Context: an optimization exercise on an open-source flow, tuned for small area and a short achievable clock period. The choices shown serve that exercise and are no tape-out recipe.
Where RTL was checked, it was by simulation tests only, not by an equivalence proof against the original.
Function not checked in runs 2 and 3: the RTL went through the layout flow alone.

## flow/design.v (module list and top-level ports; edited modules follow where they fit)
// module mul24: 830 lines
// module fa3: 4 lines
// module ha2: 4 lines
// module fma: 220 lines
module fma #(
                parameter int FW = 23,
                parameter int EW = 8
            )(
                input logic clk,
                input logic [2 : 0] rm,
                input logic [3:0] op,
                input logic [EW + FW : 0]  opA,
                input logic [EW + FW : 0]  opB,
                input logic [EW + FW : 0]  opC,
                output logic [EW + FW : 0]  result
            );
  // ...
==> flow/run.sh <==
#!/bin/bash
# synth_recipe.tcl (not shown) runs the flow's synth.tcl, then flattens the netlist and writes it again
# the make line also repeats each setting of config.mk as NAME=value (left out here)
make -C /OpenROAD-flow-scripts/flow DESIGN_CONFIG=/design/flow/config.mk WORK_HOME=/design/flow/orfs CLKGATE_MAP_FILE= SYNTH_SCRIPT=/design/flow/synth_recipe.tcl finish
==> flow/config.mk <==
export PLATFORM = sky130hd
export DESIGN_NAME = fma
export DESIGN_NICKNAME = fma
export VERILOG_FILES = /design/flow/design.v
export SDC_FILE = /design/flow/constraint.sdc
export NUM_CORES = 4
export LEC_CHECK = 0
export ABC_AREA = 1
export CAP_MARGIN = 20
export CORE_MARGIN = 2
export CORE_UTILIZATION = 40
export SLEW_MARGIN = 20
export SYNTH_HIERARCHICAL = 1
export SYNTH_MINIMUM_KEEP_SIZE = 0
==> flow/constraint.sdc <==
create_clock -name core_clock -period 55.0 [get_ports {clk}]
set_input_delay 11.0000 -clock core_clock [delete_from_list [all_inputs] [get_ports {clk}]]
set_output_delay 11.0000 -clock core_clock [all_outputs]
set_load 0.01 [all_outputs]
==> reports/qor.csv, run 1 <==
stage;metric;value;unit
setup_path;rr_startpoint;comp2;
global_routing;use_met2;44.1;%
final_layout;num-nets-final;5738;
cts;cts_root_buffer;clkbuf_16;
setup_path;cp.arrival;1.46;ns
final_layout;mostFrequentLayoutCell;nand2_1;
setup_path;endpoint;result[22];
synthesis;post_synth_fa_ha_maj_area_fraction;23.4;%
global_routing;grt_pass1_wl;195;mm
global_routing;antenna_found_initial;0;
die;io_pins;136;
final_layout;inv_count;592;
final_layout;n_all_buffers;198;
global_routing;met1_usage;36.2;%
global_routing;overflow;0;
synthesis;synth_top_area_share;16.6;%
worst_hold_path;hp-class;reg -> reg;
setup_path;setup.worst_path.start;result[22];
status;status;complete, no violations;
timing;holdWs;0.334;ns
detailed_routing;drtIter0Drc;3538;
synthesis;synth_top_family_by_area;simple AND/OR/NAND/NOR gates;
detailed_routing;wl;125;mm
synthesis;synth_area_leader_cell;fa_1;
synthesis;syn_inst;5204;
cts;clkLatencyLatePin;0.61;ns
detailed_routing;wl_per_cell;19.7;microns
timing;slew_headroom;23.6;%
global_routing;track_usage;27.3;%
cts;cts_resized;0;
cts;cts_max_level;1;
setup_path;crit_buf_inv;1;
==> module fma, before the edit <==
module fma #(
                parameter int FW = 23,
                parameter int EW = 8
            )(
                input logic clk,
                input logic [2 : 0] rm,
                input logic [3:0] op,
                input logic [EW + FW : 0]  opA,
                input logic [EW + FW : 0]  opB,
                input logic [EW + FW : 0]  opC,
                output logic [EW + FW : 0]  result
            );
    logic [2:0]  rm1;
    logic [3:0]  op1r;
    logic [31:0] a1, b1, c1;
    always_ff @(posedge clk) begin
        rm1  <= rm;
        op1r <= op;
        a1   <= opA;
        b1   <= opB;
        c1   <= opC;
    end
    logic [31:0] x1, x2, x3;
    always_comb begin
        case (op1r[1:0])
            2'b01: begin
                x1 = a1;
                x2 = {b1[31] ^ op1r[2], b1[30:0]};
                x3 = 32'h0;
            end
            2'b10: begin
                x1 = 32'h3f800000;
                x2 = a1;
                x3 = {b1[31] ^ op1r[3], b1[30:0]};
            end
            2'b11: begin
                x1 = a1;
                x2 = {b1[31] ^ op1r[2], b1[30:0]};
                x3 = {c1[31] ^ op1r[3], c1[30:0]};
            end
            default: begin
                x1 = 32'h0;
                x2 = 32'h0;
                x3 = 32'h0;
            end
        endcase
    end
    logic [7:0] e1, e2, e3;
    logic [22:0] f1, f2, f3;
    assign e1 = x1[30:23];
    assign e2 = x2[30:23];
    assign e3 = x3[30:23];
    assign f1 = x1[22:0];
    assign f2 = x2[22:0];
    assign f3 = x3[22:0];
    logic ez1, ez2, ez3, eo1, eo2, eo3, fz1, fz2, fz3;
    assign ez1 = ~|e1;  assign eo1 = &e1;  assign fz1 = ~|f1;
    assign ez2 = ~|e2;  assign eo2 = &e2;  assign fz2 = ~|f2;
    assign ez3 = ~|e3;  assign eo3 = &e3;  assign fz3 = ~|f3;
    logic inf1, inf2, inf3, nan1, nan2, nan3, zero1, zero2, zero3;
    assign inf1 = eo1 & fz1;  assign nan1 = eo1 & ~fz1;  assign zero1 = ez1 & fz1;
    assign inf2 = eo2 & fz2;  assign nan2 = eo2 & ~fz2;  assign zero2 = ez2 & fz2;
    assign inf3 = eo3 & fz3;  assign nan3 = eo3 & ~fz3;  assign zero3 = ez3 & fz3;
    logic nanM, infM, zeroM, sM, s3;
    assign nanM  = nan1 | nan2 | (zero1 & inf2) | (inf1 & zero2);
    assign infM  = (inf1 & ~(zero2 | nan2)) | (inf2 & ~(zero1 | nan1));
    assign zeroM = (zero1 & ~(inf2 | nan2)) | (zero2 & ~(inf1 | nan1));
    assign sM    = x1[31] ^ x2[31];
    assign s3    = x3[31];
    logic [47:0] prod;
    mul24 u_mul (.a({~ez1, f1}), .b({~ez2, f2}), .p(prod));
    logic pm;
    assign pm = prod[47];
    logic [9:0] e12, e12p, expC;
    assign e12  = {2'b0, e1} + {2'b0, e2} - 10'd127;
    assign e12p = e12 + 10'd1;
    assign expC = {2'b0, e3};
    logic comp0, comp1;
    logic [9:0] d0, d1;
    assign comp0 = e12 > expC;
    assign comp1 = e12p > expC;
    assign d0 = comp0 ? e12 - expC : expC - e12;
    assign d1 = comp1 ? e12p - expC : expC - e12p;
    logic comp;
    logic [9:0] shamt, expM;
    assign comp  = pm ? comp1 : comp0;
    assign shamt = pm ? d1 : d0;
    assign expM  = pm ? e12p : e12;
    logic [47:0] sigM;
    assign sigM = pm ? prod : {prod[46:0], 1'b0};
    logic [47:0] M2;
    logic [23:0] C2;
    logic [5:0]  sh2;
    logic        shz2, comp2, sM2, s32, nan2q, inf2q, zp2;
    logic [9:0]  E2;
    logic [2:0]  rm2;
    always_ff @(posedge clk) begin
        M2    <= sigM;
        C2    <= {~ez3, f3};
        sh2   <= shamt[5:0];
        shz2  <= shamt >= 10'd48;
        comp2 <= comp;
        E2    <= comp ? expM : expC;
        sM2   <= sM;
        s32   <= s3;
        nan2q <= nanM | nan3 | (infM & inf3 & (sM ^ s3));
        inf2q <= infM | inf3;
        zp2   <= zeroM & zero3;
        rm2   <= rm1;
    end
    logic eff;
    assign eff = sM2 ^ s32;
    logic [47:0] big, sml0;
    assign big  = comp2 ? M2 : {C2, 24'd0};
    assign sml0 = comp2 ? {C2, 24'd0} : M2;
    logic [47:0] rs [0:6];
    assign rs[0] = sml0;
    genvar k;
    generate
        for (k = 0; k < 6; k++) begin : g_rs
            assign rs[k + 1] = sh2[k] ? (rs[k] >> (1 << k)) : rs[k];
        end
    endgenerate
    logic [47:0] y, g, p, G, P;
    assign y = (rs[6] & {48{~shz2}}) ^ {48{eff}};
    assign g = big & y;
    assign p = big ^ y;
    always_comb begin
        G = g;
        P = p;
        for (int l = 0; l < 6; l++)
            for (int i = 0; i < 48; i++)
                if (((i + 1) % (2 << l)) == 0) begin
                    G[i] = G[i] | (P[i] & G[i - (1 << l)]);
                    P[i] = P[i] & P[i - (1 << l)];
                end
        for (int l = 4; l >= 0; l--)
            for (int i = 0; i < 48; i++)
                if (((i + 1) % (2 << l)) == (1 << l) && i >= (2 << l)) begin
                    G[i] = G[i] | (P[i] & G[i - (1 << l)]);
                    P[i] = P[i] & P[i - (1 << l)];
                end
    end
    logic gt, ge, a_ge_b;
    assign gt = G[47];
    assign ge = G[47] | P[47];
    assign a_ge_b = comp2 ? ge : ~gt;
    logic [47:0] cy0, cy1, cs;
    assign cy0 = {G[46:0], 1'b0};
    assign cy1 = {G[46:0] | P[46:0], 1'b1};
    assign cs = eff ? (gt ? cy1 : ~cy0) : cy0;
    logic [48:0] S;
    assign S = {~eff & G[47], p ^ cs};
    logic sgn;
    assign sgn = eff ? (a_ge_b ? sM2 : s32) : sM2;
    logic [48:0] Sx, T;
    assign Sx = {S[48:1], S[0] & ~S[48]};
    logic [47:0] sent;
    assign sent = (E2 < 10'd48) ? (48'd1 << (6'd47 - E2[5:0])) : 48'd0;
    assign T = Sx | {1'b0, sent};
    logic [63:0] t64;
    assign t64 = {T, 1'b1, 14'd0};
    logic [6:0] lzt [0:31];
    always_comb begin
        for (int i = 0; i < 32; i++)
            lzt[i] = t64[63 - 2 * i] ? 7'd0 : (t64[62 - 2 * i] ? 7'd1 : 7'd2);
        for (int l = 1; l < 6; l++)
            for (int i = 0; i < (32 >> l); i++)
                lzt[i] = ~lzt[2 * i][l] ? lzt[2 * i] :
                       lzt[2 * i + 1][l] ? 7'(2 << l) : 7'((1 << l) | lzt[2 * i + 1]);
    end
    logic [5:0] lz;
    assign lz = lzt[0][5:0];
    logic [48:0] ls [0:6];
    assign ls[6] = Sx;
    generate
        for (k = 5; k >= 0; k--) begin : g_ls
            assign ls[k] = lz[k] ? (ls[k + 1] << (1 << k)) : ls[k + 1];
        end
    endgenerate
    logic [22:0] po;
    always_comb begin
        po = Sx[22:0];
        for (int l = 0; l < 5; l++)
            for (int i = 0; i < 23; i++)
                if ((i >> l) & 1)
                    po[i] = po[i] | po[((i >> l) << l) - 1];
    end
    logic sticky;
    assign sticky = (lz <= 6'd22) ? po[5'd22 - lz[4:0]] : 1'b0;
    logic guard, rnd, lsb, plus_one;
    assign lsb    = ls[0][25];
    assign guard  = ls[0][24];
    assign rnd    = ls[0][23];
    assign plus_one = (rm2 == 3'b000 && guard && (rnd || sticky || lsb)) ||
                      (rm2 == 3'b010 && sgn && (guard || rnd || sticky)) ||
                      (rm2 == 3'b011 && !sgn && (guard || rnd || sticky)) ||
                      (rm2 == 3'b100 && guard);
    logic [22:0] fr, ap;
    assign fr = ls[0][47:25];
    always_comb begin
        ap = {fr[21:0], 1'b1};
        for (int l = 0; l < 5; l++)
            for (int i = 0; i < 23; i++)
                if ((i >> l) & 1)
                    ap[i] = ap[i] & ap[((i >> l) << l) - 1];
    end
    logic [22:0] frac;
    assign frac = fr ^ (ap & {23{plus_one}});
    logic [7:0] expo;
    assign expo = E2[7:0] + 8'd1 - {2'b0, lz};
    logic zero3r;
    assign zero3r = zp2 | ~|S;
    logic [31:0] res;
    assign res = nan2q  ? {sgn, 31'h7fffffff} :
                 inf2q  ? {sgn, 8'hff, 23'h0} :
                 zero3r ? {sgn, 31'h0} :
                          {sgn, expo, frac};
    always_ff @(posedge clk) result <= res;
endmodule
==> inputs of run 2 (changes only) <==
--- a/flow/design.v
+++ b/flow/design.v
@@ -836,6 +836,149 @@
     assign s  = a ^ b;
     assign co = a & b;
 endmodule
+module falign (
+    input  logic [47:0] M,       
+    input  logic [23:0] C,       
+    input  logic        comp,    
+    input  logic [5:0]  sh,
+    input  logic        shz,     
+    output logic [47:0] big,
+    output logic [47:0] sml
+);
+    logic [47:0] s0;
+    assign big = comp ? M : {C, 24'd0};
+    assign s0  = comp ? {C, 24'd0} : M;
+    logic [47:0] rs [0:6];
+    assign rs[0] = s0;
+    genvar k;
+    generate
+        for (k = 0; k < 6; k++) begin : g_rs
+            assign rs[k + 1] = sh[k] ? (rs[k] >> (1 << k)) : rs[k];
+        end
+    endgenerate
+    assign sml = rs[6] & {48{~shz}};
+endmodule
+module faddsub (
+    input  logic [47:0] big,
+    input  logic [47:0] sml,
+    input  logic        sub,
+    output logic [48:0] S,
+    output logic        gt,      
+    output logic        ge       
+);
+    logic [47:0] y, g, p, G, P;
+    assign y = sml ^ {48{sub}};
+    assign g = big & y;
+    assign p = big ^ y;
+    always_comb begin
+        G = g;
+        P = p;
+        for (int l = 0; l < 6; l++)
+            for (int i = 0; i < 48; i++)
+                if (((i + 1) % (2 << l)) == 0) begin
+                    G[i] = G[i] | (P[i] & G[i - (1 << l)]);
+                    P[i] = P[i] & P[i - (1 << l)];
+                end
+        for (int l = 4; l >= 0; l--)
+            for (int i = 0; i < 48; i++)
+                if (((i + 1) % (2 << l)) == (1 << l) && i >= (2 << l)) begin
+                    G[i] = G[i] | (P[i] & G[i - (1 << l)]);
+                    P[i] = P[i] & P[i - (1 << l)];
+                end
+    end
+    assign gt = G[47];
+    assign ge = G[47] | P[47];
+    logic [47:0] cy0, cy1, cs;
+    assign cy0 = {G[46:0], 1'b0};
+    assign cy1 = {G[46:0] | P[46:0], 1'b1};
+    assign cs  = sub ? (gt ? cy1 : ~cy0) : cy0;
+    assign S   = {~sub & G[47], p ^ cs};
+endmodule
+module fnorm (
+    input  logic [48:0] Sx,
+    input  logic [9:0]  E,       
+    output logic [5:0]  lz,
+    output logic [22:0] fr,      
+    output logic        lsb,
+    output logic        guard,
+    output logic        rnd,
+    output logic        sticky
+);
+    logic [47:0] sent;
+    logic [48:0] T;
+    assign sent = (E < 10'd48) ? (48'd1 << (6'd47 - E[5:0])) : 48'd0;
+    assign T = Sx | {1'b0, sent};
+    logic [63:0] t64;
+    assign t64 = {T, 1'b1, 14'd0};
+    logic [6:0] lzt [0:31];
+    always_comb begin
+        for (int i = 0; i < 32; i++)
+            lzt[i] = t64[63 - 2 * i] ? 7'd0 : (t64[62 - 2 * i] ? 7'd1 : 7'd2);
+        for (int l = 1; l < 6; l++)
+            for (int i = 0; i < (32 >> l); i++)
+                lzt[i] = ~lzt[2 * i][l] ? lzt[2 * i] :
+                         lzt[2 * i + 1][l] ? 7'(2 << l) : 7'((1 << l) | lzt[2 * i + 1]);
+    end
+    assign lz = lzt[0][5:0];
+    logic [48:0] ls [0:6];
+    assign ls[6] = Sx;
+    genvar k;
+    generate
+        for (k = 5; k >= 0; k--) begin : g_ls
+            assign ls[k] = lz[k] ? (ls[k + 1] << (1 << k)) : ls[k + 1];
+        end
+    endgenerate
+    logic [22:0] po;
+    always_comb begin
+        po = Sx[22:0];
+        for (int l = 0; l < 5; l++)
+            for (int i = 0; i < 23; i++)
+                if ((i >> l) & 1)
+                    po[i] = po[i] | po[((i >> l) << l) - 1];
+    end
+    assign sticky = (lz <= 6'd22) ? po[5'd22 - lz[4:0]] : 1'b0;
+    assign fr    = ls[0][47:25];
+    assign lsb   = ls[0][25];
+    assign guard = ls[0][24];
+    assign rnd   = ls[0][23];
+endmodule
+module fpost (
+    input  logic [22:0] fr,
+    input  logic        lsb,
+    input  logic        guard,
+    input  logic        rnd,
+    input  logic        sticky,
+    input  logic [2:0]  rm,
+    input  logic        sgn,
+    input  logic [7:0]  E,
+    input  logic [5:0]  lz,
+    input  logic        nan,
+    input  logic        inf,
+    input  logic        zero,
+    output logic [31:0] res
+);
+    logic plus_one;
+    assign plus_one = (rm == 3'b000 && guard && (rnd || sticky || lsb)) ||
+                      (rm == 3'b010 && sgn && (guard || rnd || sticky)) ||
+                      (rm == 3'b011 && !sgn && (guard || rnd || sticky)) ||
+                      (rm == 3'b100 && guard);
+    logic [22:0] ap;
+    always_comb begin
+        ap = {fr[21:0], 1'b1};
+        for (int l = 0; l < 5; l++)
+            for (int i = 0; i < 23; i++)
+                if ((i >> l) & 1)
+                    ap[i] = ap[i] & ap[((i >> l) << l) - 1];
+    end
+    logic [22:0] frac;
+    assign frac = fr ^ (ap & {23{plus_one}});
+    logic [7:0] expo;
+    assign expo = E + 8'd1 - {2'b0, lz};
+    assign res = nan  ? {sgn, 31'h7fffffff} :
+                 inf  ? {sgn, 8'hff, 23'h0} :
+                 zero ? {sgn, 31'h0} :
+                        {sgn, expo, frac};
+endmodule
 module fma #(
                 parameter int FW = 23,
                 parameter int EW = 8
@@ -848,33 +991,23 @@
                 input logic [EW + FW : 0]  opC,
                 output logic [EW + FW : 0]  result
             );
-    logic [2:0]  rm1;
-    logic [3:0]  op1r;
-    logic [31:0] a1, b1, c1;
-    always_ff @(posedge clk) begin
-        rm1  <= rm;
-        op1r <= op;
-        a1   <= opA;
-        b1   <= opB;
-        c1   <= opC;
-    end
     logic [31:0] x1, x2, x3;
     always_comb begin
-        case (op1r[1:0])
+        case (op[1:0])
             2'b01: begin
-                x1 = a1;
-                x2 = {b1[31] ^ op1r[2], b1[30:0]};
+                x1 = opA;
+                x2 = {opB[31] ^ op[2], opB[30:0]};
                 x3 = 32'h0;
             end
             2'b10: begin
                 x1 = 32'h3f800000;
-                x2 = a1;
-                x3 = {b1[31] ^ op1r[3], b1[30:0]};
+                x2 = opA;
+                x3 = {opB[31] ^ op[3], opB[30:0]};
             end
             2'b11: begin
-                x1 = a1;
-                x2 = {b1[31] ^ op1r[2], b1[30:0]};
-                x3 = {c1[31] ^ op1r[3], c1[30:0]};
+                x1 = opA;
+                x2 = {opB[31] ^ op[2], opB[30:0]};
+                x3 = {opC[31] ^ op[3], opC[30:0]};
             end
             default: begin
                 x1 = 32'h0;
@@ -883,14 +1016,25 @@
             end
         endcase
     end
+    logic [2:0]  rm1;
+    logic        sM1;
+    logic [30:0] a1, b1;
+    logic [31:0] c1;
+    always_ff @(posedge clk) begin
+        rm1 <= rm;
+        sM1 <= x1[31] ^ x2[31];
+        a1  <= x1[30:0];
+        b1  <= x2[30:0];
+        c1  <= x3;
+    end
     logic [7:0] e1, e2, e3;
     logic [22:0] f1, f2, f3;
-    assign e1 = x1[30:23];
-    assign e2 = x2[30:23];
-    assign e3 = x3[30:23];
-    assign f1 = x1[22:0];
-    assign f2 = x2[22:0];
-    assign f3 = x3[22:0];
+    assign e1 = a1[30:23];
+    assign e2 = b1[30:23];
+    assign e3 = c1[30:23];
+    assign f1 = a1[22:0];
+    assign f2 = b1[22:0];
+    assign f3 = c1[22:0];
     logic ez1, ez2, ez3, eo1, eo2, eo3, fz1, fz2, fz3;
     assign ez1 = ~|e1;  assign eo1 = &e1;  assign fz1 = ~|f1;
     assign ez2 = ~|e2;  assign eo2 = &e2;  assign fz2 = ~|f2;
@@ -899,30 +1043,31 @@
     assign inf1 = eo1 & fz1;  assign nan1 = eo1 & ~fz1;  assign zero1 = ez1 & fz1;
     assign inf2 = eo2 & fz2;  assign nan2 = eo2 & ~fz2;  assign zero2 = ez2 & fz2;
     assign inf3 = eo3 & fz3;  assign nan3 = eo3 & ~fz3;  assign zero3 = ez3 & fz3;
-    logic nanM, infM, zeroM, sM, s3;
+    logic nanM, infM, zeroM, s3;
     assign nanM  = nan1 | nan2 | (zero1 & inf2) | (inf1 & zero2);
     assign infM  = (inf1 & ~(zero2 | nan2)) | (inf2 & ~(zero1 | nan1));
     assign zeroM = (zero1 & ~(inf2 | nan2)) | (zero2 & ~(inf1 | nan1));
-    assign sM    = x1[31] ^ x2[31];
-    assign s3    = x3[31];
+    assign s3    = c1[31];
     logic [47:0] prod;
     mul24 u_mul (.a({~ez1, f1}), .b({~ez2, f2}), .p(prod));
     logic pm;
     assign pm = prod[47];
-    logic [9:0] e12, e12p, expC;
-    assign e12  = {2'b0, e1} + {2'b0, e2} - 10'd127;
+    logic [9:0] e12, e12p;
+    assign e12  = {2'b0, e1} + {2'b0, e2} + 10'd897;
     assign e12p = e12 + 10'd1;
-    assign expC = {2'b0, e3};
-    logic comp0, comp1;
-    logic [9:0] d0, d1;
-    assign comp0 = e12 > expC;
-    assign comp1 = e12p > expC;
-    assign d0 = comp0 ? e12 - expC : expC - e12;
-    assign d1 = comp1 ? e12p - expC : expC - e12p;
+    logic [10:0] d;                  
+    assign d = {1'b0, e12} - {3'b0, e3};
+    logic dneg, dz, wrap;
+    assign dneg = d[10];
+    assign dz   = ~|d;
+    assign wrap = &e12;              
+    logic [9:0] u, u1;
+    assign u  = d[9:0] ^ {10{dneg}};
+    assign u1 = u + 10'd1;
     logic comp;
     logic [9:0] shamt, expM;
-    assign comp  = pm ? comp1 : comp0;
-    assign shamt = pm ? d1 : d0;
+    assign comp  = pm ? (~dneg & ~wrap) : (~dneg & ~dz);
+    assign shamt = (pm & wrap) ? {2'b0, e3} : ((pm ^ dneg) ? u1 : u);
     assign expM  = pm ? e12p : e12;
     logic [47:0] sigM;
     assign sigM = pm ? prod : {prod[46:0], 1'b0};
@@ -938,121 +1083,32 @@
         sh2   <= shamt[5:0];
         shz2  <= shamt >= 10'd48;
         comp2 <= comp;
-        E2    <= comp ? expM : expC;
-        sM2   <= sM;
+        E2    <= comp ? expM : {2'b0, e3};
+        sM2   <= sM1;
         s32   <= s3;
-        nan2q <= nanM | nan3 | (infM & inf3 & (sM ^ s3));
+        nan2q <= nanM | nan3 | (infM & inf3 & (sM1 ^ s3));
         inf2q <= infM | inf3;
         zp2   <= zeroM & zero3;
         rm2   <= rm1;
     end
     logic eff;
     assign eff = sM2 ^ s32;
-    logic [47:0] big, sml0;
-    assign big  = comp2 ? M2 : {C2, 24'd0};
-    assign sml0 = comp2 ? {C2, 24'd0} : M2;
-    logic [47:0] rs [0:6];
-    assign rs[0] = sml0;
-    genvar k;
-    generate
-        for (k = 0; k < 6; k++) begin : g_rs
-            assign rs[k + 1] = sh2[k] ? (rs[k] >> (1 << k)) : rs[k];
-        end
-    endgenerate
-    logic [47:0] y, g, p, G, P;
-    assign y = (rs[6] & {48{~shz2}}) ^ {48{eff}};
-    assign g = big & y;
-    assign p = big ^ y;
-    always_comb begin
-        G = g;
-        P = p;
-        for (int l = 0; l < 6; l++)
-            for (int i = 0; i < 48; i++)
-                if (((i + 1) % (2 << l)) == 0) begin
-                    G[i] = G[i] | (P[i] & G[i - (1 << l)]);
-                    P[i] = P[i] & P[i - (1 << l)];
-                end
-        for (int l = 4; l >= 0; l--)
-            for (int i = 0; i < 48; i++)
-                if (((i + 1) % (2 << l)) == (1 << l) && i >= (2 << l)) begin
-                    G[i] = G[i] | (P[i] & G[i - (1 << l)]);
-                    P[i] = P[i] & P[i - (1 << l)];
-                end
-    end
-    logic gt, ge, a_ge_b;
-    assign gt = G[47];
-    assign ge = G[47] | P[47];
-    assign a_ge_b = comp2 ? ge : ~gt;
-    logic [47:0] cy0, cy1, cs;
-    assign cy0 = {G[46:0], 1'b0};
-    assign cy1 = {G[46:0] | P[46:0], 1'b1};
-    assign cs = eff ? (gt ? cy1 : ~cy0) : cy0;
+    logic [47:0] big, sml;
+    falign u_align (.M(M2), .C(C2), .comp(comp2), .sh(sh2), .shz(shz2), .big(big), .sml(sml));
     logic [48:0] S;
-    assign S = {~eff & G[47], p ^ cs};
-    logic sgn;
+    logic gt, ge;
+    faddsub u_add (.big(big), .sml(sml), .sub(eff), .S(S), .gt(gt), .ge(ge));
+    logic a_ge_b, sgn;
+    assign a_ge_b = comp2 ? ge : ~gt;
     assign sgn = eff ? (a_ge_b ? sM2 : s32) : sM2;
-    logic [48:0] Sx, T;
+    logic [48:0] Sx;
     assign Sx = {S[48:1], S[0] & ~S[48]};
-    logic [47:0] sent;
-    assign sent = (E2 < 10'd48) ? (48'd1 << (6'd47 - E2[5:0])) : 48'd0;
-    assign T = Sx | {1'b0, sent};
-    logic [63:0] t64;
-    assign t64 = {T, 1'b1, 14'd0};
-    logic [6:0] lzt [0:31];
-    always_comb begin
-        for (int i = 0; i < 32; i++)
-            lzt[i] = t64[63 - 2 * i] ? 7'd0 : (t64[62 - 2 * i] ? 7'd1 : 7'd2);
-        for (int l = 1; l < 6; l++)
-            for (int i = 0; i < (32 >> l); i++)
-                lzt[i] = ~lzt[2 * i][l] ? lzt[2 * i] :
-                       lzt[2 * i + 1][l] ? 7'(2 << l) : 7'((1 << l) | lzt[2 * i + 1]);
-    end
     logic [5:0] lz;
-    assign lz = lzt[0][5:0];
-    logic [48:0] ls [0:6];
-    assign ls[6] = Sx;
-    generate
-        for (k = 5; k >= 0; k--) begin : g_ls
-            assign ls[k] = lz[k] ? (ls[k + 1] << (1 << k)) : ls[k + 1];
-        end
-    endgenerate
-    logic [22:0] po;
-    always_comb begin
-        po = Sx[22:0];
-        for (int l = 0; l < 5; l++)
-            for (int i = 0; i < 23; i++)
-                if ((i >> l) & 1)
-                    po[i] = po[i] | po[((i >> l) << l) - 1];
-    end
-    logic sticky;
-    assign sticky = (lz <= 6'd22) ? po[5'd22 - lz[4:0]] : 1'b0;
-    logic guard, rnd, lsb, plus_one;
-    assign lsb    = ls[0][25];
-    assign guard  = ls[0][24];
-    assign rnd    = ls[0][23];
-    assign plus_one = (rm2 == 3'b000 && guard && (rnd || sticky || lsb)) ||
-                      (rm2 == 3'b010 && sgn && (guard || rnd || sticky)) ||
-                      (rm2 == 3'b011 && !sgn && (guard || rnd || sticky)) ||
-                      (rm2 == 3'b100 && guard);
-    logic [22:0] fr, ap;
-    assign fr = ls[0][47:25];
-    always_comb begin
-        ap = {fr[21:0], 1'b1};
-        for (int l = 0; l < 5; l++)
-            for (int i = 0; i < 23; i++)
-                if ((i >> l) & 1)
-                    ap[i] = ap[i] & ap[((i >> l) << l) - 1];
-    end
-    logic [22:0] frac;
-    assign frac = fr ^ (ap & {23{plus_one}});
-    logic [7:0] expo;
-    assign expo = E2[7:0] + 8'd1 - {2'b0, lz};
-    logic zero3r;
-    assign zero3r = zp2 | ~|S;
+    logic [22:0] fr;
+    logic lsb, guard, rnd, sticky;
+    fnorm u_norm (.Sx(Sx), .E(E2), .lz(lz), .fr(fr), .lsb(lsb), .guard(guard), .rnd(rnd), .sticky(sticky));
     logic [31:0] res;
-    assign res = nan2q  ? {sgn, 31'h7fffffff} :
-                 inf2q  ? {sgn, 8'hff, 23'h0} :
-                 zero3r ? {sgn, 31'h0} :
-                          {sgn, expo, frac};
+    fpost u_post (.fr(fr), .lsb(lsb), .guard(guard), .rnd(rnd), .sticky(sticky), .rm(rm2), .sgn(sgn),
+                  .E(E2[7:0]), .lz(lz), .nan(nan2q), .inf(inf2q), .zero(zp2 | ~|S), .res(res));
     always_ff @(posedge clk) result <= res;
 endmodule
==> flow/flow/run.sh (new file) <==
#!/bin/bash
# The standard layout (bash standard.sh), with plain buffers on the ports
# instead of the delay buffers buffer_ports picks by default.
set -euo pipefail
export BUFFER_PORTS_ARGS="-buffer_cell sky130_fd_sc_hd__buf_1"
bash standard.sh > standard.log 2>&1
==> flow/standard.sh (new file) <==
#!/bin/bash
# synth_recipe.tcl (not shown) runs the flow's synth.tcl, then flattens the netlist and writes it again
# the make line also repeats each setting of config.mk as NAME=value (left out here)
make -C /OpenROAD-flow-scripts/flow DESIGN_CONFIG=/design/flow/config.mk WORK_HOME=/design/flow/orfs CLKGATE_MAP_FILE= SYNTH_SCRIPT=/design/flow/synth_recipe.tcl "${@:-finish}"
removed: flow/run.sh
==> reports/qor.csv, run 2 <==
stage;metric;value;unit;change
synthesis;yosys_warnings;15;;was 11
placement;finalWeightedCongestion;0.980;;was 1.01
setup_path;required;55.41;ns;was 44.00 ns
final_layout;fillCellCount;9016;;was 9,284
worst_hold_path;hp-class;reg -> reg;;unchanged
setup_path;slowest_delay;0.55;ns;was 0.54 ns
placement;io_buffers;135;;unchanged
synthesis;synth_area_leader_cell;fa_1;;unchanged
cts;cts_resized;0;;unchanged
synthesis;yosys.cell_types.count;70;;unchanged
die;rows;107;;was 109
global_routing;overflow;0;;unchanged
die;initial_core_util;40.5;%;was 40.2%
synthesis;synth_common_cells;nand2_1 (1,119), nand3_1 (621), inv_1 (495);;was nand2_1 (1,411), inv_1 (555), xor2_1 (365)
final_layout;top_regs;M2 x48, c1 x32, result x32;;
timing;slew_headroom;20.8;%;was 23.6%
synthesis;syn_avg_cell_area;6.95;sq um;was 6.80 sq um
synthesis;yosysMostFrequentCell;nand2_1;;unchanged
synthesis;syn_inst;4984;;was 5,204
placement;place_ws;42.13;ns;was 43.16 ns
setup_path;worstSetupPathType;in -> reg;;was reg -> out
final_layout;layout_common_cells;nand2_1 (1,119), nand3_1 (620), inv_1 (492);;was nand2_1 (1,409), inv_1 (551), xor2_1 (365)
final_layout;num-nets-final;5479;;was 5,738
timing;finClkSkew;0.0204;ns;was 0.0316 ns
status;status;complete, no violations;;unchanged
cts;cts_root_buffer;clkbuf_16;;unchanged
final_layout;largest_register_ff_count;48;;unchanged
setup_path;slowest_stage;buf_4;;was clkdlybuf4s50_1
setup_path;path_cells;clkbuf_2, buf_4, inv_1, nand2_1, buf_4, o21ai_0;;was clkdlybuf4s50_1
global_routing;grt_max_degree;94;;was 74
synthesis;synthTopCellsByArea;fa_1 (17%), dfxtp_1 (13%), nand2_1 (12%), xor2_1 (10%), nand3_1 (9.0%);;was fa_1 (17%), nand2_1 (15%), dfxtp_1 (13%), xor2_1 (9.0%), ha_1 (6.9%)
global_routing;first_global_vias;32900;;was 34,000
detailed_routing;dr.pass1.iters;9;;was 6
timing;tightestPinTransition;1.19;ns;was 1.12 ns
synthesis;synth_flop_cell;dfxtp_1;;unchanged
detailed_routing;ant_nets;0;;unchanged
synthesis;synth_edf_count;0;;unchanged
cts;cts_tree;built;;unchanged
final_layout;top_register;M2;;unchanged
synthesis;synthArstFlopShare;0;%;unchanged
detailed_routing;wl;121;mm;was 125 mm
cts;post-cts-setup-buffers;0;;unchanged
detailed_routing;wl_per_cell;19.9;microns;was 19.7 microns
synthesis;ys_seq_elements;228;;was 233
die;die_h;298;microns;was 301 microns
detailed_routing;vias_per_cell;5.62;;was 5.51
final_layout;mostFrequentLayoutCell;nand2_1;;unchanged
final_layout;area_growth;5.17;%;was 8.57%
final_layout;post-route-util;42.6;%;was 43.7%
global_routing;track_usage;26.4;%;was 27.3%
final_layout;multi_input_area;26600;sq um;was 27,300 sq um
cts;cts_made_buffers;25;;was 28
run;maxCapViolCount;0;;unchanged
detailed_routing;vias;34200;;was 34,900
timing;period_needed;12.34;ns;was 12.46 ns
detailed_routing;drtIter0Drc;3586;;was 3,538
setup_path;startpoint_type;primary input;;was flip-flop
timing;fin_crit_sh;22.4;%;was 22.7%
setup_path;crit_top_cell;buf_4;;
cts;clkLatencyLatePin;0.56;ns;was 0.61 ns
synthesis;synth-seq-area-share;13.2;%;about the same
placement;hpwl;92.4;mm;was 96.0 mm
die;io_pins;136;;unchanged
final_layout;drive_above_1_share;6.81;%;was 6.04%
global_routing;antenna_found_initial;1;;was 0
final_layout;seq_area;4580;sq um;was 4670 sq um
cts;clock-sinks;228;;was 233
setup_path;path_max_fanout;65;;was 1
timing;setup_ws;42.66;ns;was 42.54 ns
timing;setup_violations;0;;unchanged
synthesis;synth_top_area_share;16.8;%;was 16.6%
timing;tns;0;ns;unchanged
cts;cts.clk_slew.worst_paths;0.06;ns;was 0.07 ns
setup_path;cp.arrival;12.75;ns;was 1.46 ns
synthesis;syn_area;34600;sq um;was 35,400 sq um
cts;cts_max_level;1;;unchanged
timing;fmax;0.0810;GHz;was 0.0802 GHz
die;core-area;85500;sq um;was 88,000 sq um
timing;final_hold_viol_count;0;;unchanged
cts;cts_hold_buf;0;;unchanged
cts;cts.path.max_buffers;3;;unchanged
global_routing;grt_pass1_wl;189;mm;was 195 mm
setup_path;end_kind;flip-flop;;was output pin
timing;drv_slew;0;;unchanged
detailed_routing;remaining_drc_errors;0;;unchanged
die;die_w;298;microns;was 301 microns
timing;rsz0062_at_grt;no;;unchanged
die;dieArea;89000;sq um;was 90,800 sq um
[run 2: worst paths after layout]
kind	cells after the start	start	to	slack [ns]
max reg2reg	57	comp2	result[1]	43.84
min reg2reg	0	rm1[2]	rm2[2]	0.33
min	0	rm1[2]	rm2[2]	0.33
max	6	op[0]	c1[17]	42.66
[run 2: cell families (layout without fill, tap and decap cells)]
logic type | count (synthesis) | in the layout | synth area share, %
other | 1 | 13 | 0.0108
AOI/OAI and AO/OA | 754 | 754 | 12.8
buffers and inverters | 840 | 777 | 10.3
xor gates and xnor gates | 426 | 426 | 10.8
adders and majority gates | 459 | 459 | 22.9
DFF | 228 | 228 | 13.2
muxes | 11 | 11 | 0.321
and+or+nand+nor | 2265 | 2265 | 29.7
[run 2: layer usage]
| layer | vias to the layer above | global-route usage (%) | wire length, microns |
|---|---|---|---|
| met5 | - | 0 | 0 |
| met4 | 0 | 9.60 | 4510 |
| met3 | 283 | 4.03 | 10000 |
| met2 | 1577 | 41.7 | 53100 |
| met1 | 16100 | 36.5 | 53100 |
| li1 | 16200 | - | - |
[run 2: per-module statistics from Yosys, one instance, submodules excluded]
module | area, sq um | copies in the design | cells inside | flops+latches
mul24 | 7830 | 1 | 1182 | 0
fnorm | 3870 | 1 | 799 | 0
fpost | 1260 | 1 | 236 | 0
fa3 | 20.0 | 264 | 1 | 0
fma | 8630 | 1 | 1036 | 228
ha2 | 12.5 | 34 | 1 | 0
faddsub | 3510 | 1 | 589 | 0
falign | 3830 | 1 | 844 | 0
[run 2: worst max-delay path, delay by kind of cell]
| kind | cells | cell delay (ns) |
|---|---|---|
| AO/OA/AOI/OAI | 1 | 0.16 |
| buffers and inverters | 4 | 1.11 |
| AND/OR/NAND/NOR | 1 | 0.44 |
[run 2: per-stage QoR]
stage	cell area (sq um)	hold slack (ns)	std cells
after floorplan	34700	0.310	4995
after global placement	35600	0.310	6032
after detailed placement	35600	0.313	6032
after CTS	36400	0.328	6075
after global routing	36400	0.333	6076
final	36400	0.327	6077
[run 2: cell type report]
cell class,count,share of cell area [%]
antenna,1,0.00687
clock buffer,32,1.87
clock inverter,11,0.347
inverter,533,5.50
multi-input combinational,3927,73.0
sequential,228,12.6
tap,1144,3.93
timing repair buffer,201,2.77
==> inputs of run 3 (changes only) <==
--- a/flow/config.mk
+++ b/flow/config.mk
@@ -8,7 +8,8 @@
 export ABC_AREA = 1
 export CAP_MARGIN = 20
 export CORE_MARGIN = 2
-export CORE_UTILIZATION = 40
+export CORE_UTILIZATION = 70
+export PLACE_DENSITY = 0.8
 export SLEW_MARGIN = 20
 export SYNTH_HIERARCHICAL = 1
 export SYNTH_MINIMUM_KEEP_SIZE = 0
==> reports/qor.csv, run 3 <==
stage;metric;value;unit;change
status;status;complete, no violations;;unchanged
setup_path;path_max_fanout;65;;unchanged
setup_path;path_cells;clkbuf_2, buf_4, inv_1, buf_4, a21oi_1, o21ai_0, nand3b_1, o21ai_0;;was clkbuf_2, buf_4, inv_1, nand2_1, buf_4, o21ai_0
synthesis;yosys_warnings;15;;unchanged
timing;final_hold_viol_count;0;;unchanged
final_layout;largest_register_ff_count;48;;unchanged
global_routing;antenna_found_initial;4;;was 1
final_layout;drive_above_1_share;6.72;%;was 6.81%
timing;finClkSkew;0.0340;ns;was 0.0204 ns
setup_path;reg2reg_slack;43.59;ns;was 43.84 ns
synthesis;synth-seq-area-share;13.2;%;unchanged
cts;cts.path.max_buffers;3;;unchanged
global_routing;overflow;0;;unchanged
setup_path;worstReg2RegEnd;result[2];;was result[1]
worst_hold_path;holdPathEnd;rm2[0];;was rm2[2]
final_layout;multi_input_area;26600;sq um;about the same
cts;cts_tree;built;;unchanged
die;rows;81;;was 107
setup_path;cp.arrival;12.60;ns;was 12.75 ns
synthesis;syn_area;34600;sq um;unchanged
timing;fin_crit_sh;22.1;%;was 22.4%
cts;cts_hold_buf;0;;unchanged
detailed_routing;vias;35400;;was 34,200
timing;tightestPinTransition;1.18;ns;was 1.19 ns
timing;fmax;0.0823;GHz;was 0.0810 GHz
cts;cts_resized;0;;unchanged
final_layout;top_regs;M2 x48, c1 x32, result x32;;unchanged
synthesis;yosysMostFrequentCell;nand2_1;;unchanged
detailed_routing;dr.pass1.iters;9;;unchanged
cts;cts_root_buffer;clkbuf_16;;unchanged
setup_path;rr_startpoint;comp2;;unchanged
detailed_routing;ant_nets;0;;unchanged
synthesis;synth_edf_count;0;;unchanged
cts;cts_made_buffers;24;;was 25
setup_path;r2r_cells;54;;was 57
detailed_routing;drtIter0Drc;4869;;was 3,586
timing;period_needed;12.16;ns;was 12.34 ns
timing;rsz0062_at_grt;no;;unchanged
cts;clock-sinks;228;;unchanged
timing;slew_headroom;21.1;%;was 20.8%
synthesis;syn_avg_cell_area;6.95;sq um;unchanged
global_routing;grt_max_degree;94;;unchanged
placement;hpwl;87.8;mm;was 92.4 mm
final_layout;mostFrequentLayoutCell;nand2_1;;unchanged
detailed_routing;remaining_drc_errors;0;;unchanged
timing;setup_violations;0;;unchanged
synthesis;yosys.cell_types.count;70;;unchanged
setup_path;slowest_stage;buf_4;;unchanged
setup_path;worstSetupPathType;in -> reg;;unchanged
placement;finalWeightedCongestion;1.07;;was 0.980
synthesis;synth_flop_cell;dfxtp_1;;unchanged
die;dieArea;51300;sq um;was 89,000 sq um
setup_path;end_kind;flip-flop;;unchanged
final_layout;seq_area;4580;sq um;about the same
global_routing;grt_pass1_wl;179;mm;was 189 mm
setup_path;required;55.45;ns;was 55.41 ns
placement;io_buffers;135;;unchanged
synthesis;ys_seq_elements;228;;unchanged
synthesis;synthTopCellsByArea;fa_1 (17%), dfxtp_1 (13%), nand2_1 (12%), xor2_1 (10%), nand3_1 (9.0%);;unchanged
cts;cts.clk_slew.worst_paths;0.07;ns;was 0.06 ns
final_layout;num-nets-final;5472;;was 5,479
worst_hold_path;min_from;rm1[0];;was rm1[2]
final_layout;fillCellCount;4239;;was 9,016
cts;clkLatencyLatePin;0.56;ns;about the same
timing;tns;0;ns;unchanged
cts;cts_max_level;1;;unchanged
detailed_routing;wl_per_cell;20.9;microns;was 19.9 microns
die;die_h;226;microns;was 298 microns
worst_hold_path;hp-class;reg -> reg;;unchanged
setup_path;slowest_delay;0.56;ns;was 0.55 ns
die;io_pins;136;;unchanged
synthesis;synth_area_leader_cell;fa_1;;unchanged
global_routing;first_global_vias;32600;;was 32,900
timing;drv_slew;0;;unchanged
die;initial_core_util;70.8;%;was 40.5%
worst_hold_path;holdPathStages;0;;unchanged
synthesis;synth_top_area_share;16.8;%;unchanged
die;die_w;226;microns;was 298 microns
run;maxCapViolCount;0;;unchanged
cts;post-cts-setup-buffers;0;;unchanged
detailed_routing;vias_per_cell;6.34;;was 5.62
final_layout;top_register;M2;;unchanged
synthesis;syn_inst;4984;;unchanged
setup_path;startpoint_type;primary input;;unchanged
final_layout;area_growth;3.24;%;was 5.17%
synthesis;synthArstFlopShare;0;%;unchanged
synthesis;synth_common_cells;nand2_1 (1,119), nand3_1 (621), inv_1 (495);;unchanged
global_routing;track_usage;44.7;%;was 26.4%
final_layout;layout_common_cells;nand2_1 (1,119), nand3_1 (620), inv_1 (495);;was nand2_1 (1,119), nand3_1 (620), inv_1 (492)
detailed_routing;wl;117;mm;was 121 mm
die;core-area;49000;sq um;was 85,500 sq um
-- run 3: cell types whose count changed in the layout (fill, tap and decap cells not counted), sizes merged --
cell / delta
bufinv: -1
clkinv: -4
clkinvlp: +1
clkbuf: -1
inv: +5
diode: +1
buf: -6
-- run 3: layout make-up --
cell class                 count  share of cell area, %
multi-input combinational   3927                   74.4
clock inverter                12                  0.353
antenna                        2                 0.0140
sequential                   228                   12.8
timing repair buffer         195                   2.68
tap                          664                   2.32
inverter                     533                   5.60
clock buffer                  31                   1.86
-- run 3: per-stage QoR --
| step | area, sq um | cells | utilization, % | hold WS, ns | setup WS (ns) |
|---|---|---|---|---|---|
| floorplan | 34700 | 4995 | - | 0.310 | 43.17 |
| global placement | 35000 | 5547 | 71.4 | 0.312 | 42.32 |
| detailed placement | 35000 | 5547 | 71.4 | 0.314 | 42.33 |
| CTS | 35800 | 5590 | 73.0 | 0.329 | 42.91 |
| global route | 35800 | 5592 | 73.1 | 0.333 | 42.63 |
| finish | 35800 | 5592 | 73.1 | 0.331 | 42.84 |
-- run 3: Yosys stat by module, one instance, submodules excluded --
| module | cells inside | flip-flops and latches | copies in the design | cell area, sq um |
|---|---|---|---|---|
| fa3 | 1 | 0 | 264 | 20.0 |
| faddsub | 589 | 0 | 1 | 3510 |
| falign | 844 | 0 | 1 | 3830 |
| fma | 1036 | 228 | 1 | 8630 |
| fnorm | 799 | 0 | 1 | 3870 |
| fpost | 236 | 0 | 1 | 1260 |
| ha2 | 1 | 0 | 34 | 12.5 |
| mul24 | 1182 | 0 | 1 | 7830 |
-- run 3: critical path: cells and delay by family --
kind / cells / cell delay, ns
buffers and inverters: 4 / 1.09
and+or+nand+nor: 1 / 0.09
AOI/OAI and AO/OA: 3 / 0.36
-- run 3: metal layers --
metal / vias to the layer above / wire, microns / GRT usage [%] / share of wire [%]
met3: 544 / 13700 / 10.7 / 12
met1: 16200 / 43400 / 56.1 / 37
met5: - / 51 / 0 / 0.044
met4: 4 / 8320 / 27.1 / 7.1
li1: 16200 / - / - / -
met2: 2478 / 51400 / 69.7 / 44
-- run 3: worst max-delay path by stage --
stage                     start     end  slack, ns  cells after the start
after detailed placement  op[0]     sM1      42.33                      8
after floorplan           op[0]  b1[23]      43.17                      4
after global placement    op[0]     sM1      42.32                      8
after global routing      op[0]     sM1      42.63                      8
after CTS                 op[0]     sM1      42.91                      8
final                     op[0]     sM1      42.84                      8
-- run 3: kinds of logic (layout without fill, tap and decap cells) --
kind of cell             Yosys count  in the layout  synth area share [%]
AND/OR/NAND/NOR                 2265           2265                  29.7
adder cells (fa/ha/maj)          459            459                  22.9
AO/OA/AOI/OAI                    754            754                  12.8
multiplexers                      11             11                 0.321
flip-flops                       228            228                  13.2
other                              1             14                0.0108
buffers and inverters            840            771                  10.3
XOR/XNOR                         426            426                  10.8
==> inputs of run 4 (changes only) <==
--- a/flow/design.v
+++ b/flow/design.v
@@ -896,7 +896,8 @@
 endmodule
 module fnorm (
     input  logic [48:0] Sx,
-    input  logic [9:0]  E,       
+    input  logic [5:0]  E,       
+    input  logic        Elt48,   
     output logic [5:0]  lz,
     output logic [22:0] fr,      
     output logic        lsb,
@@ -906,7 +907,7 @@
 );
     logic [47:0] sent;
     logic [48:0] T;
-    assign sent = (E < 10'd48) ? (48'd1 << (6'd47 - E[5:0])) : 48'd0;
+    assign sent = Elt48 ? (48'd1 << (6'd47 - E)) : 48'd0;
     assign T = Sx | {1'b0, sent};
     logic [63:0] t64;
     assign t64 = {T, 1'b1, 14'd0};
@@ -991,23 +992,33 @@
                 input logic [EW + FW : 0]  opC,
                 output logic [EW + FW : 0]  result
             );
+    logic [2:0]  rm1;
+    logic [3:0]  op1;
+    logic [31:0] a1r, b1r, c1r;
+    always_ff @(posedge clk) begin
+        rm1 <= rm;
+        op1 <= op;
+        a1r <= opA;
+        b1r <= opB;
+        c1r <= opC;
+    end
     logic [31:0] x1, x2, x3;
     always_comb begin
-        case (op[1:0])
+        case (op1[1:0])
             2'b01: begin
-                x1 = opA;
-                x2 = {opB[31] ^ op[2], opB[30:0]};
+                x1 = a1r;
+                x2 = {b1r[31] ^ op1[2], b1r[30:0]};
                 x3 = 32'h0;
             end
             2'b10: begin
                 x1 = 32'h3f800000;
-                x2 = opA;
-                x3 = {opB[31] ^ op[3], opB[30:0]};
+                x2 = a1r;
+                x3 = {b1r[31] ^ op1[3], b1r[30:0]};
             end
             2'b11: begin
-                x1 = opA;
-                x2 = {opB[31] ^ op[2], opB[30:0]};
-                x3 = {opC[31] ^ op[3], opC[30:0]};
+                x1 = a1r;
+                x2 = {b1r[31] ^ op1[2], b1r[30:0]};
+                x3 = {c1r[31] ^ op1[3], c1r[30:0]};
             end
             default: begin
                 x1 = 32'h0;
@@ -1016,17 +1027,13 @@
             end
         endcase
     end
-    logic [2:0]  rm1;
     logic        sM1;
     logic [30:0] a1, b1;
     logic [31:0] c1;
-    always_ff @(posedge clk) begin
-        rm1 <= rm;
-        sM1 <= x1[31] ^ x2[31];
-        a1  <= x1[30:0];
-        b1  <= x2[30:0];
-        c1  <= x3;
-    end
+    assign sM1 = x1[31] ^ x2[31];
+    assign a1  = x1[30:0];
+    assign b1  = x2[30:0];
+    assign c1  = x3;
     logic [7:0] e1, e2, e3;
     logic [22:0] f1, f2, f3;
     assign e1 = a1[30:23];
@@ -1075,7 +1082,8 @@
     logic [23:0] C2;
     logic [5:0]  sh2;
     logic        shz2, comp2, sM2, s32, nan2q, inf2q, zp2;
-    logic [9:0]  E2;
+    logic [7:0]  E2;
+    logic        El2;
     logic [2:0]  rm2;
     always_ff @(posedge clk) begin
         M2    <= sigM;
@@ -1083,7 +1091,8 @@
         sh2   <= shamt[5:0];
         shz2  <= shamt >= 10'd48;
         comp2 <= comp;
-        E2    <= comp ? expM : {2'b0, e3};
+        E2    <= comp ? expM[7:0] : e3;
+        El2   <= comp ? (expM < 10'd48) : (e3 < 8'd48);
         sM2   <= sM1;
         s32   <= s3;
         nan2q <= nanM | nan3 | (infM & inf3 & (sM1 ^ s3));
@@ -1106,9 +1115,9 @@
     logic [5:0] lz;
     logic [22:0] fr;
     logic lsb, guard, rnd, sticky;
-    fnorm u_norm (.Sx(Sx), .E(E2), .lz(lz), .fr(fr), .lsb(lsb), .guard(guard), .rnd(rnd), .sticky(sticky));
+    fnorm u_norm (.Sx(Sx), .E(E2[5:0]), .Elt48(El2), .lz(lz), .fr(fr), .lsb(lsb), .guard(guard), .rnd(rnd), .sticky(sticky));
     logic [31:0] res;
     fpost u_post (.fr(fr), .lsb(lsb), .guard(guard), .rnd(rnd), .sticky(sticky), .rm(rm2), .sgn(sgn),
-                  .E(E2[7:0]), .lz(lz), .nan(nan2q), .inf(inf2q), .zero(zp2 | ~|S), .res(res));
+                  .E(E2), .lz(lz), .nan(nan2q), .inf(inf2q), .zero(zp2 | ~|S), .res(res));
     always_ff @(posedge clk) result <= res;
 endmodule
--- a/flow/config.mk
+++ b/flow/config.mk
@@ -8,8 +8,8 @@
 export ABC_AREA = 1
 export CAP_MARGIN = 20
 export CORE_MARGIN = 2
-export CORE_UTILIZATION = 70
-export PLACE_DENSITY = 0.8
+export CORE_UTILIZATION = 40
+export CTS_BUF_LIST = sky130_fd_sc_hd__clkbuf_8
 export SLEW_MARGIN = 20
 export SYNTH_HIERARCHICAL = 1
 export SYNTH_MINIMUM_KEEP_SIZE = 0
==> reports/qor.csv, run 4 <==
stage;metric;value;unit;change
synthesis;synth_edf_count;0;;unchanged
synthesis;yosysMostFrequentCell;nand2_1;;unchanged
cts;clkLatencyLatePin;0.62;ns;was 0.56 ns
placement;finalWeightedCongestion;1.01;;was 1.07
global_routing;grt_max_degree;94;;unchanged
cts;clock-sinks;232;;was 228
timing;period_needed;12.07;ns;was 12.16 ns
synthesis;synth_common_cells;nand2_1 (1,133), nand3_1 (600), inv_1 (504);;was nand2_1 (1,119), nand3_1 (621), inv_1 (495)
die;die_h;298;microns;was 226 microns
die;die_w;298;microns;was 226 microns
setup_path;slowest_stage;dfxtp_1;;was buf_4
worst_hold_path;hp-class;reg -> reg;;unchanged
status;status;complete, no violations;;unchanged
final_layout;fillCellCount;9094;;was 4,239
setup_path;slowest_delay;0.31;ns;was 0.56 ns
global_routing;track_usage;26.7;%;was 44.7%
timing;fin_crit_sh;22.0;%;was 22.1%
final_layout;mostFrequentLayoutCell;nand2_1;;unchanged
detailed_routing;wl;121;mm;was 117 mm
setup_path;required;44.00;ns;was 55.45 ns
cts;cts_made_buffers;41;;was 24
timing;slew_headroom;21.4;%;was 21.1%
cts;cts_tree;built;;unchanged
final_layout;finalNonFillerCells;6106;;was 5,592
placement;place_area;35700;sq um;was 35,000 sq um
global_routing;antenna_found_initial;1;;was 4
synthesis;synth_area_leader_cell;fa_1;;unchanged
synthesis;synth_top_area_share;16.8;%;about the same
die;core-area;85400;sq um;was 49,000 sq um
setup_path;crit_buf_inv;1;;was 4
detailed_routing;wl_per_cell;19.8;microns;was 20.9 microns
cts;cts_resized;0;;unchanged
detailed_routing;vias;34100;;was 35,400
detailed_routing;drtIter0Drc;3297;;was 4,869
synthesis;syn_inst;4979;;was 4,984
synthesis;yosys_warnings;15;;unchanged
timing;setup_violations;0;;unchanged
run;maxCapViolCount;0;;unchanged
final_layout;area_growth;5.84;%;was 3.24%
timing;tns;0;ns;unchanged
setup_path;startpoint_type;flip-flop;;was primary input
detailed_routing;remaining_drc_errors;0;;unchanged
timing;fmax;0.0828;GHz;was 0.0823 GHz
die;io_pins;136;;unchanged
cts;cts.path.max_buffers;3;;unchanged
die;dieArea;88900;sq um;was 51,300 sq um
final_layout;fin_area;36600;sq um;was 35,800 sq um
cts;post-cts-setup-buffers;0;;unchanged
global_routing;overflow;0;;unchanged
timing;holdWs;0.326;ns;was 0.331 ns
setup_path;path_cells;buf_1;;was clkbuf_2, buf_4, inv_1, buf_4, a21oi_1, o21ai_0, nand3b_1, o21ai_0
final_layout;seq_area;4650;sq um;was 4580 sq um
synthesis;ys_seq_elements;232;;was 228
synthesis;synthTopCellsByArea;fa_1 (17%), dfxtp_1 (13%), nand2_1 (12%), xor2_1 (10%), nand3_1 (8.7%);;was fa_1 (17%), dfxtp_1 (13%), nand2_1 (12%), xor2_1 (10%), nand3_1 (9.0%)
cts;cts_hold_buf;0;;unchanged
detailed_routing;ant_nets;0;;unchanged
placement;placed_cells;6032;;was 5,547
detailed_routing;dr.pass1.iters;8;;was 9
die;initial_core_util;40.5;%;was 70.8%
setup_path;cp.arrival;1.07;ns;was 12.60 ns
timing;tightestPinTransition;1.17;ns;was 1.18 ns
timing;drv_slew;0;;unchanged
final_layout;num-nets-final;5490;;was 5,472
timing;finClkSkew;0.0332;ns;was 0.0340 ns
final_layout;top_register;M2;;unchanged
final_layout;largest_register_ff_count;48;;unchanged
cts;cts.clk_slew.worst_paths;0.07;ns;about the same
final_layout;multi_input_area;26600;sq um;about the same
cts;cts_max_level;2;;was 1
timing;rsz0062_at_grt;no;;unchanged
placement;io_buffers;135;;unchanged
synthesis;yosys.cell_types.count;68;;was 70
synthesis;syn_area;34600;sq um;about the same
die;rows;107;;was 81
detailed_routing;vias_per_cell;5.58;;was 6.34
synthesis;synthArstFlopShare;0;%;unchanged
cts;cts_root_buffer;clkbuf_8;;was clkbuf_16
synthesis;synth_flop_cell;dfxtp_1;;unchanged
placement;hpwl;92.0;mm;was 87.8 mm
timing;final_hold_viol_count;0;;unchanged
synthesis;synth-seq-area-share;13.4;%;was 13.2%
final_layout;drive_above_1_share;7.10;%;was 6.72%
setup_path;worstSetupPathType;reg -> out;;was in -> reg
global_routing;grt_pass1_wl;189;mm;was 179 mm
setup_path;cpLargestDelayFamily;flip-flops;;was buffers and inverters
setup_path;path_max_fanout;1;;was 65
synthesis;syn_avg_cell_area;6.95;sq um;about the same
final_layout;layout_common_cells;nand2_1 (1,133), nand3_1 (600), inv_1 (507);;was nand2_1 (1,119), nand3_1 (620), inv_1 (495)
setup_path;end_kind;output pin;;was flip-flop
global_routing;first_global_vias;33000;;was 32,600
-- run 4: cell types whose count changed after synthesis, sizes merged, moves of 5 or more --
cell    before   now
mux2i       10     3
buf        208   216
nand4       49    42
inv        529   541
o22ai      302   311
nand3      638   614
o211ai      10    25
clkbuf      99    89
nand2     1176  1190
nor2       307   296
a21oi      150   145
-- run 4: worst paths after layout --
path	from	end	cells after the start	slack [ns]
setup / recovery	result[27]	result[27]	1	42.93
hold / removal	rm1[2]	rm2[2]	0	0.33
setup reg to reg	op1[0]	E2[1]	49	43.58
hold reg to reg	rm1[2]	rm2[2]	0	0.33
-- run 4: logic make-up after synthesis --
family                     Yosys count  share of synthesized area, %
and+or+nand+nor                   2232                          29.0
buffers and inverters              850                          10.5
AOI/OAI and AO/OA                  780                          13.4
adders and majority gates          455                          22.7
xor gates and xnor gates           425                          10.8
DFF                                232                          13.4
muxes                                4                         0.119
other                                1                        0.0108
-- run 4: final cells by class --
type / instances / share of cell area [%]
Antenna cell: 1 / 0.00683
Clock buffer: 47 / 1.77
Clock inverter: 26 / 0.728
Inverter: 545 / 5.60
Multi-Input combinational cell: 3908 / 72.5
Sequential cell: 232 / 12.7
Tap cell: 1144 / 3.91
Timing Repair Buffer: 203 / 2.78
-- run 4: per-module statistics from Yosys (local to each module, per instance), a selection --
module	cells inside	times used	area (sq um)
fpost	236	1	1260
falign	844	1	3830
faddsub	589	1	3510
fma	1041	1	8710
fa3	1	264	20.0
ha2	1	34	12.5
-- run 4: stage by stage --
| step | util, % | setup slack (ns) |
|---|---|---|
| 6_report | 42.9 | 42.93 |
| 5_1_grt | 42.9 | 42.74 |
| 3_5_place_dp | 41.8 | 43.54 |
| 3_3_place_gp | 41.8 | 43.55 |
| 4_1_cts | 42.9 | 42.88 |
| 2_1_floorplan | - | 43.67 |
-- run 4: metal layers --
metal | up-vias | track usage, % | routed length [microns]
met2 | 1575 | 42.4 | 53500
met3 | 323 | 4.03 | 9770
met5 | - | 0 | 0
li1 | 16200 | - | -
met1 | 15900 | 36.4 | 52900
met4 | 0 | 10.3 | 4930
==> inputs of run 5 (changes only) <==
--- a/flow/config.mk
+++ b/flow/config.mk
@@ -9,7 +9,6 @@
 export CAP_MARGIN = 20
 export CORE_MARGIN = 2
 export CORE_UTILIZATION = 40
-export CTS_BUF_LIST = sky130_fd_sc_hd__clkbuf_8
 export SLEW_MARGIN = 20
 export SYNTH_HIERARCHICAL = 1
 export SYNTH_MINIMUM_KEEP_SIZE = 0
==> reports/qor.csv, run 5 <==
stage;metric;value;unit;change
die;io_pins;136;;unchanged
final_layout;finalNonFillerCells;6075;;was 6,106
global_routing;track_usage;26.5;%;was 26.7%
status;status;complete, no violations;;unchanged
timing;rsz0062_at_grt;no;;unchanged
synthesis;syn_inst;4979;;unchanged
synthesis;synth_common_cells;nand2_1 (1,133), nand3_1 (600), inv_1 (504);;unchanged
placement;placed_cells;6032;;unchanged
worst_hold_path;hp-class;reg -> reg;;unchanged
synthesis;synth_edf_count;0;;unchanged
cts;cts.path.max_buffers;3;;unchanged
synthesis;synth_top_area_share;16.8;%;unchanged
detailed_routing;ant_nets;0;;unchanged
cts;cts_resized;0;;unchanged
setup_path;startpoint_type;flip-flop;;unchanged
synthesis;yosys_warnings;15;;unchanged
setup_path;rr_startpoint;op1[0];;unchanged
die;core-area;85400;sq um;unchanged
cts;cts_made_buffers;24;;was 41
setup_path;endpoint;result[27];;unchanged
cts;cts_max_level;1;;was 2
global_routing;grt_pass1_wl;188;mm;was 189 mm
setup_path;end_kind;output pin;;unchanged
detailed_routing;vias;33900;;was 34,100
timing;period_needed;12.02;ns;was 12.07 ns
timing;setup_ws;42.98;ns;was 42.93 ns
timing;fin_crit_sh;21.9;%;was 22.0%
final_layout;fin_area;36600;sq um;about the same
placement;io_buffers;135;;unchanged
global_routing;overflow;0;;unchanged
setup_path;slowest_stage;dfxtp_1;;unchanged
final_layout;top_register;M2;;unchanged
detailed_routing;vias_per_cell;5.59;;was 5.58
synthesis;synth_flop_cell;dfxtp_1;;unchanged
detailed_routing;drtIter0Drc;3305;;was 3,297
setup_path;slowest_delay;0.30;ns;was 0.31 ns
placement;place_ws;43.54;ns;unchanged
synthesis;synthTopCellsByArea;fa_1 (17%), dfxtp_1 (13%), nand2_1 (12%), xor2_1 (10%), nand3_1 (8.7%);;unchanged
setup_path;crit_buf_inv;1;;unchanged
die;rows;107;;unchanged
setup_path;worstSetupPathType;reg -> out;;unchanged
global_routing;first_global_vias;32800;;was 33,000
setup_path;worstReg2RegEnd;E2[1];;unchanged
timing;final_hold_viol_count;0;;unchanged
timing;setup_violations;0;;unchanged
setup_path;cpLargestDelayFamily;flip-flops;;unchanged
synthesis;syn_avg_cell_area;6.95;sq um;unchanged
timing;fmax;0.0832;GHz;was 0.0828 GHz
detailed_routing;wl_per_cell;19.8;microns;about the same
detailed_routing;wl;121;mm;about the same
die;dieArea;88900;sq um;unchanged
cts;clkLatencyLatePin;0.56;ns;was 0.62 ns
synthesis;yosys.cell_types.count;68;;unchanged
placement;place_area;35700;sq um;unchanged
detailed_routing;remaining_drc_errors;0;;unchanged
setup_path;r2r_cells;50;;was 49
setup_path;setup.worst_path.start;result[27];;unchanged
run;maxCapViolCount;0;;unchanged
setup_path;path_cells;buf_1;;unchanged
setup_path;required;44.00;ns;about the same
cts;post-cts-setup-buffers;0;;unchanged
setup_path;cp.arrival;1.02;ns;was 1.07 ns
synthesis;syn_area;34600;sq um;unchanged
die;initial_core_util;40.5;%;unchanged
synthesis;synthArstFlopShare;0;%;unchanged
synthesis;ys_seq_elements;232;;unchanged
final_layout;drive_above_1_share;6.59;%;was 7.10%
timing;tightestPinTransition;1.12;ns;was 1.17 ns
final_layout;diodes;0;;was 1
timing;finClkSkew;0.0163;ns;was 0.0332 ns
synthesis;yosysMostFrequentCell;nand2_1;;unchanged
timing;drv_slew;0;;unchanged
final_layout;num-nets-final;5473;;was 5,490
setup_path;path_max_fanout;1;;unchanged
die;die_w;298;microns;unchanged
setup_path;reg2reg_slack;43.56;ns;was 43.58 ns
placement;finalWeightedCongestion;1.01;;unchanged
die;die_h;298;microns;unchanged
global_routing;antenna_found_initial;0;;was 1
cts;cts_tree;built;;unchanged
cts;cts_root_buffer;clkbuf_16;;was clkbuf_8
global_routing;grt_max_degree;94;;unchanged
timing;tns;0;ns;unchanged
synthesis;synth_area_leader_cell;fa_1;;unchanged
placement;hpwl;92.0;mm;unchanged
final_layout;layout_common_cells;nand2_1 (1,133), nand3_1 (600), inv_1 (503);;was nand2_1 (1,133), nand3_1 (600), inv_1 (507)
cts;cts.clk_slew.worst_paths;0.06;ns;was 0.07 ns
setup_path;worst-path-stages;1;;unchanged
cts;cts_hold_buf;0;;unchanged
final_layout;area_growth;5.69;%;was 5.84%
synthesis;synth-seq-area-share;13.4;%;unchanged
timing;slew_headroom;24.9;%;was 21.4%
detailed_routing;dr.pass1.iters;6;;was 8
final_layout;largest_register_ff_count;48;;unchanged
final_layout;mostFrequentLayoutCell;nand2_1;;unchanged
cts;clock-sinks;232;;unchanged
==> run 5: cell counts after synthesis <==
No cell type changed its count.
==> run 5: modules after synthesis (local to each module, per instance) <==
module	cells inside	copies in the design	area [sq um]
fma	1041	1	8710
mul24	1182	1	7830
falign	844	1	3830
fnorm	789	1	3730
faddsub	589	1	3510
fpost	236	1	1260
fa3	1	264	20.0
ha2	1	34	12.5
==> run 5: cell type report <==
cell class | instances | area, sq um
clock buffer | 28 | 646
clock inverter | 15 | 218
fill | 9083 | 48800
inverter | 545 | 2050
multi-input combinational | 3908 | 26600
sequential | 232 | 4650
tap | 1144 | 1430
timing repair buffer | 203 | 1020
==> run 5: cell families (layout without fill, tap and decap cells) <==
group / Yosys count / after routing / share of synthesized area, %
and+or+nand+nor: 2232 / 2232 / 29.0
xor gates and xnor gates: 425 / 425 / 10.8
other: 1 / 12 / 0.0108
AOI/OAI and AO/OA: 780 / 780 / 13.4
DFF: 232 / 232 / 13.4
muxes: 4 / 4 / 0.119
buffers and inverters: 850 / 791 / 10.5
adders and majority gates: 455 / 455 / 22.7
==> run 5: how the worst min path moves through the flow <==
stage            from     end  cells after the start
4_1_cts        rm1[2]  rm2[2]                      0
6_report       rm1[2]  rm2[2]                      0
5_1_grt        rm1[2]  rm2[2]                      0
3_3_place_gp   rm1[2]  rm2[2]                      0
3_5_place_dp   rm1[2]  rm2[2]                      0
2_1_floorplan  rm1[0]  rm2[0]                      0
==> run 5: layer usage <==
metal / up-vias / global-route usage (%) / part of all wire [%]
li1: 16200 / - / -
met1: 15900 / 36.4 / 44
met2: 1556 / 42.4 / 44
met3: 312 / 3.52 / 7.8
met4: 0 / 9.38 / 4.0
met5: - / 0 / 0
==> run 5: stage by stage <==
step | hold slack (ns) | util, %
2_1_floorplan | 0.310 | -
3_3_place_gp | 0.312 | 41.8
3_5_place_dp | 0.312 | 41.8
4_1_cts | 0.335 | 42.8
5_1_grt | 0.369 | 42.8
6_report | 0.336 | 42.8

[afterwards: timing with drivers on the ports]
In the flow no input, the clock included, has a driving cell. The finished layouts below were timed again as built, in two steps. Step 1 assumes that a clkbuf_16 drives the clock port and a buf_2 every other input. Step 2 also shifts input and output timing later by t, the mid clock arrival at the registers, as if the neighbouring blocks saw the same clock. Three values: ideal, step 1, step 2; two values: the first two.
run	t (ns)	setup slack, ns	worst setup path at the end	worst register clock-pin slew, ns	worst slew at a driven data input, ns
run 1	0.660	42.539 / 42.471 / 43.131	register to output	0.07 / 0.07	0.05
run 2	0.613	42.660 / 42.702 / 42.089	input to register	0.07 / 0.07	0.05
run 3	0.597	42.844 / 42.872 / 42.276	input to register	0.07 / 0.07	0.11
run 4	0.665	42.926 / 42.865 / 43.530	register to output	0.07 / 0.07	0.05
run 5	0.605	42.980 / 42.920 / 43.526	register to output	0.07 / 0.07	0.05
After both steps every run listed still meets setup and hold. For run 2, which loses most, drivers alone change the setup slack by +0.042 ns; drivers and shift together by -0.571 ns.
